This is an optimization exercise on Yosys and OpenROAD, whose aim is a short achievable clock period and few clock cycles, not a production implementation. Only simulation tests tie the RTL to the original design; equivalence was not proved. The clock port is modelled as an ideal driver, which makes a skipped or thinned clock tree look cheaper than it is; a real chip needs a root buffer or a tree. Power is estimated from default activity; no workload was simulated.

== north ==
==> flow/design.v (excerpt) <==
module arm (
    input  logic        clk, rst,
    input  logic [31:0] Instr,
    input  logic [31:0] ReadData,
    output logic [31:0] WriteData,
    output logic [31:0] PC, ALUResult,
    output logic        MemWrite
);
Size in the first run: about 4600 cells after synthesis, about 960 flip-flops, roughly 0.056 mm^2 of cells after synthesis.
==> flow/config.mk <==
export PLATFORM = sky130hd
export DESIGN_NAME = arm
export DESIGN_NICKNAME = arm
export VERILOG_FILES = /design/flow/design.v
export SDC_FILE = /design/flow/constraint.sdc
export NUM_CORES = 4
export LEC_CHECK = 0
export ABC_CLOCK_PERIOD_IN_PS = 4000
export CAP_MARGIN = 20
export CORE_MARGIN = 2
export CORE_UTILIZATION = 40
export SLEW_MARGIN = 20
==> flow/constraint.sdc <==
create_clock -name core_clock -period 16.0 [get_ports {clk}]
set_input_delay 3.2000 -clock core_clock [delete_from_list [all_inputs] [get_ports {clk}]]
set_output_delay 3.2000 -clock core_clock [all_outputs]
set_load 0.01 [all_outputs]
standard.sh (not shown) runs the stock make flow with config.mk's settings and CLKGATE_MAP_FILE= SYNTH_SCRIPT=/design/flow/synth_recipe.tcl, a recipe that flattens the netlist after the stock synthesis.
==> flow/flow/run.sh <==
#!/bin/bash
# The standard ORFS layout (standard.sh), with four changes:
# - repair_timing is asked to leave SETUP_SLACK_MARGIN ns of setup slack
#   beyond the clock period, so that gates on the critical paths are sized and
#   buffered for speed;
# - it may swap a cell for one of another footprint (MATCH_CELL_FOOTPRINT=0),
#   so that slow port buffers can be replaced;
# - synthesis leaves adders to ABC as plain logic (ADDER_MAP_FILE empty),
#   instead of mapping them to the library's full- and half-adder cells,
#   whose carry chains ABC cannot restructure; registers are unchanged;
# - the clock tree is a balanced two-level tree built by flow/mycts.tcl
#   (hooked in with PRE_CTS_TCL) instead of TritonCTS's three-level tree.
# The clock, the SDC, the floorplan, power grid and every other step are
# unchanged. standard.sh's output goes to standard.log; each ORFS step's own
# log is under orfs/logs/.
set -euo pipefail
export SETUP_SLACK_MARGIN="${MARGIN:-11.9}"
export PRE_CTS_TCL="$PWD/flow/cts_hook.tcl"
bash standard.sh MATCH_CELL_FOOTPRINT=0 ADDER_MAP_FILE= finish > standard.log 2>&1
Other scripts of this flow, unchanged in this note and not shown: flow/flow/cts_hook.tcl, flow/flow/mycts.tcl
north: full flow OK, the timing, design-rule and antenna checks passed
Testbench counts of north, summed over its fixed seeds: cycles 32,721.
Here is what was changed in the inputs of south compared with north.
diff --git a/flow/flow/run.sh b/flow/flow/run.sh
--- a/flow/flow/run.sh
+++ b/flow/flow/run.sh
@@ -17 +17 @@
-export SETUP_SLACK_MARGIN="${MARGIN:-11.9}"
+export SETUP_SLACK_MARGIN="${MARGIN:-12.5}"
- | detailed-routed wire length on met3 | higher: south |
- For the area overhead of the layout relative to synthesis, south came in 9.3 points higher than north did.
- [south] core utilization rose 3.7 points relative to north
In every run of this note, the design's own scripts or RTL, not TritonCTS, make the clock network.

lane 1:
Starting RTL as in the previous note.
## arm
module arm (
    input  logic        clk, rst,
    input  logic [31:0] Instr,
    input  logic [31:0] ReadData,
    output logic [31:0] WriteData,
    output logic [31:0] PC, ALUResult,
    output logic        MemWrite
);
    logic [29:0] PCF;
    logic [3:0]       btb_v;
    logic [3:0][7:0]  btb_tag;    
    logic [3:0][9:0]  btb_tgt;    
    logic [31:0] InstrD;
    logic [29:0] PCD, PCD4, PCD8;     
    logic        validD;
    logic        validE;
    logic [3:0]  CondE;
    logic        RegWriteE, MemtoRegE, SubE, AndE, OrrE;
    logic        FlagNZE, FlagCVE;
    logic [3:0]  WA3E;
    logic [31:0] SrcAE, SrcBE;
    logic        FwdAE;                   
    logic        FwdBE, FwdBpE, FwdBnE;   
    logic [3:0]  FlagsReg;                
    logic [31:0] MemAddrE, WDataE;        
    logic        MemWrE;
    logic [31:0] ResM;
    logic [3:0]  WA3M;
    logic        RegWriteM;
    assign PC        = {PCF, 2'b00};
    assign ALUResult = MemAddrE;
    assign WriteData = WDataE;
    assign MemWrite  = MemWrE;
    logic rstq;
    always_ff @(posedge clk) rstq <= rst;
    function automatic logic cond_pass(input logic [3:0] c, input logic [3:0] f);
        logic n, z, cf, v;
        {n, z, cf, v} = f;
        case (c)
            4'h0: cond_pass = z;
            4'h1: cond_pass = ~z;
            4'h2: cond_pass = cf;
            4'h3: cond_pass = ~cf;
            4'h4: cond_pass = n;
            4'h5: cond_pass = ~n;
            4'h6: cond_pass = v;
            4'h7: cond_pass = ~v;
            4'h8: cond_pass = cf & ~z;
            4'h9: cond_pass = ~cf | z;
            4'hA: cond_pass = ~(n ^ v);
            4'hB: cond_pass = n ^ v;
            4'hC: cond_pass = ~z & ~(n ^ v);
            4'hD: cond_pass = z | (n ^ v);
            4'hE: cond_pass = 1'b1;
            default: cond_pass = 1'b0;
        endcase
    endfunction
    logic [31:0] ALUResultE;
    logic condPassE, doE;
    assign condPassE = cond_pass(CondE, FlagsReg);
    assign doE       = validE & condPassE;
    logic [7:0] opD;
    logic isAddD, isSubD, isAndD, isOrrD, isLdrD, isStrD, isBD, immD;
    logic aluImmD;
    logic [3:0] RA1D, RA2D, RA3D;
    logic [31:0] RD1, RD2, RD3, PC8D, ImmD;
  ...
Settings: LEC_CHECK=0, ABC_CLOCK_PERIOD_IN_PS=4000, CAP_MARGIN=20, CORE_MARGIN=2, CORE_UTILIZATION=55, SLEW_MARGIN=20; clock period 16.0 ns.
==> flow/flow/run.sh <==
#!/bin/bash
# The standard ORFS layout (standard.sh), with four changes:
# - repair_timing is asked to leave SETUP_SLACK_MARGIN ns of setup slack
#   beyond the clock period, so that gates on the critical paths are sized and
#   buffered for speed;
# - it may swap a cell for one of another footprint (MATCH_CELL_FOOTPRINT=0),
#   so that slow port buffers can be replaced;
# - synthesis leaves adders to ABC as plain logic (ADDER_MAP_FILE empty),
#   instead of mapping them to the library's full- and half-adder cells,
#   whose carry chains ABC cannot restructure; registers are unchanged;
# - the clock tree is a balanced two-level tree built by flow/mycts.tcl
#   (hooked in with PRE_CTS_TCL) instead of TritonCTS's three-level tree.
# The clock, the SDC, the floorplan, power grid and every other step are
# unchanged. standard.sh's output goes to standard.log; each ORFS step's own
# log is under orfs/logs/.
set -euo pipefail
export SETUP_SLACK_MARGIN="${MARGIN:-12.5}"
export PRE_CTS_TCL="$PWD/flow/cts_hook.tcl"
bash standard.sh MATCH_CELL_FOOTPRINT=0 ADDER_MAP_FILE= finish > standard.log 2>&1
Other scripts of this flow, unchanged in this note and not shown: flow/flow/cts_hook.tcl, flow/flow/mycts.tcl
Testbench counts of lane 1, summed over its fixed seeds: cycles 32,721.
Inputs modified between lane 1 and lane 2:
Settings: ABC_CLOCK_PERIOD_IN_PS changed from 4000 to 1000; CORE_UTILIZATION changed from 55 to 40.
-- flow/flow/run.sh --
<<< lane 1, line 2
# The standard ORFS layout (standard.sh), with four changes:
>>> lane 2, line 2
# The standard ORFS layout (standard.sh), with three changes:
<<< lane 1, line 8
# - synthesis leaves adders to ABC as plain logic (ADDER_MAP_FILE empty),
#   instead of mapping them to the library's full- and half-adder cells,
#   whose carry chains ABC cannot restructure; registers are unchanged;
>>> lane 2, line 8
<<< lane 1, line 19
bash standard.sh MATCH_CELL_FOOTPRINT=0 ADDER_MAP_FILE= finish > standard.log 2>&1
>>> lane 2, line 16
bash standard.sh MATCH_CELL_FOOTPRINT=0 finish > standard.log 2>&1
[summary]
Between lane 2 and lane 1, it is lane 2 whose final instance area is lower, by 590 um^2. In the metrics for lane 2 and lane 1, the one carrying the higher arrival time at the worst endpoint is lane 2. Lane 2 ended up with a higher sum of routed wire segments on met1 than lane 1 did. Synthesized-area fraction occupied by ao, oa, aoi and oai cells: lane 2 < lane 1. Placement-stage worst setup slack: lane 2 vs lane 1 down 7.2 ps. Final hold slack: lane 1 vs lane 2, no meaningful difference. Compared lane 1 against lane 2; clock latency on the worst-skew pair within noise. Delay of the slowest cell on the worst path, lane 2 and lane 1, higher one = lane 2. Compared with lane 1, placement density in the core of lane 2 is lower. Detailed-router iteration count before antenna repair (higher): lane 1. Lane 1 has a higher routed wire length than lane 2.
Here is what was changed in the inputs of lane 3 compared with lane 2.
Settings: changing ABC_CLOCK_PERIOD_IN_PS from 1000 to 4000.
Notes after the runs:
Taking lane 2 as the reference, in lane 3 final design instance area without fill closely matched the old numbers; power in the clock group now sits at about the same level; number of buffers added on ports closely matched the old numbers; share of synthesized cell area in full adder, half adder and majority cells flat; layout overhead on the synthesized area saw little to no change. Reported for lane 3 and lane 2, wire length turned out identical to the last digit. [compare] base=lane 2 new=lane 3: synthesized flop and latch total saw little to no change, worst setup slack saw little to no change, post-synthesis instance area saw little to no change. Total power of the final layout delta (lane 3 -> lane 2): insignificant. From lane 2 to lane 3, switching part of the total power did not move at all.
No run of this note takes its clock network from TritonCTS; it comes from the design's own scripts or RTL.

what the ideal ports hide:
The results above use ideal ports. As a check the final layouts listed here were re-extracted and re-timed, cells and wires unchanged. Step 1 sets driving cells, clkbuf_16 on the clock port and buf_2 on the other inputs (assumed; they add their load-dependent delay and slew). Step 2 adds t to the input delays and takes it off the output delays; t is the mean of the earliest and latest rising clock arrival at the registers after step 1. Input paths then give back, and output paths get back, about the clock's delay inside the block. Slacks: ideal ports / drivers / drivers and shift; pairs: ideal ports / drivers.
run	t (ns)	setup slack, ns	worst setup path after step 2
north	0.633	11.742 / 11.571 / 11.375	input to register
south	0.621	11.772 / 11.605 / 11.660	input to register
lane 1	0.634	11.755 / 11.581 / 11.814	input to register
lane 2	0.622	11.651 / 11.488 / 11.732	register to register
lane 3	0.622	11.651 / 11.488 / 11.732	register to register
After both steps every run listed still meets setup and hold. For north, which loses most, drivers alone change the setup slack by -0.171 ns; drivers and shift together by -0.367 ns.
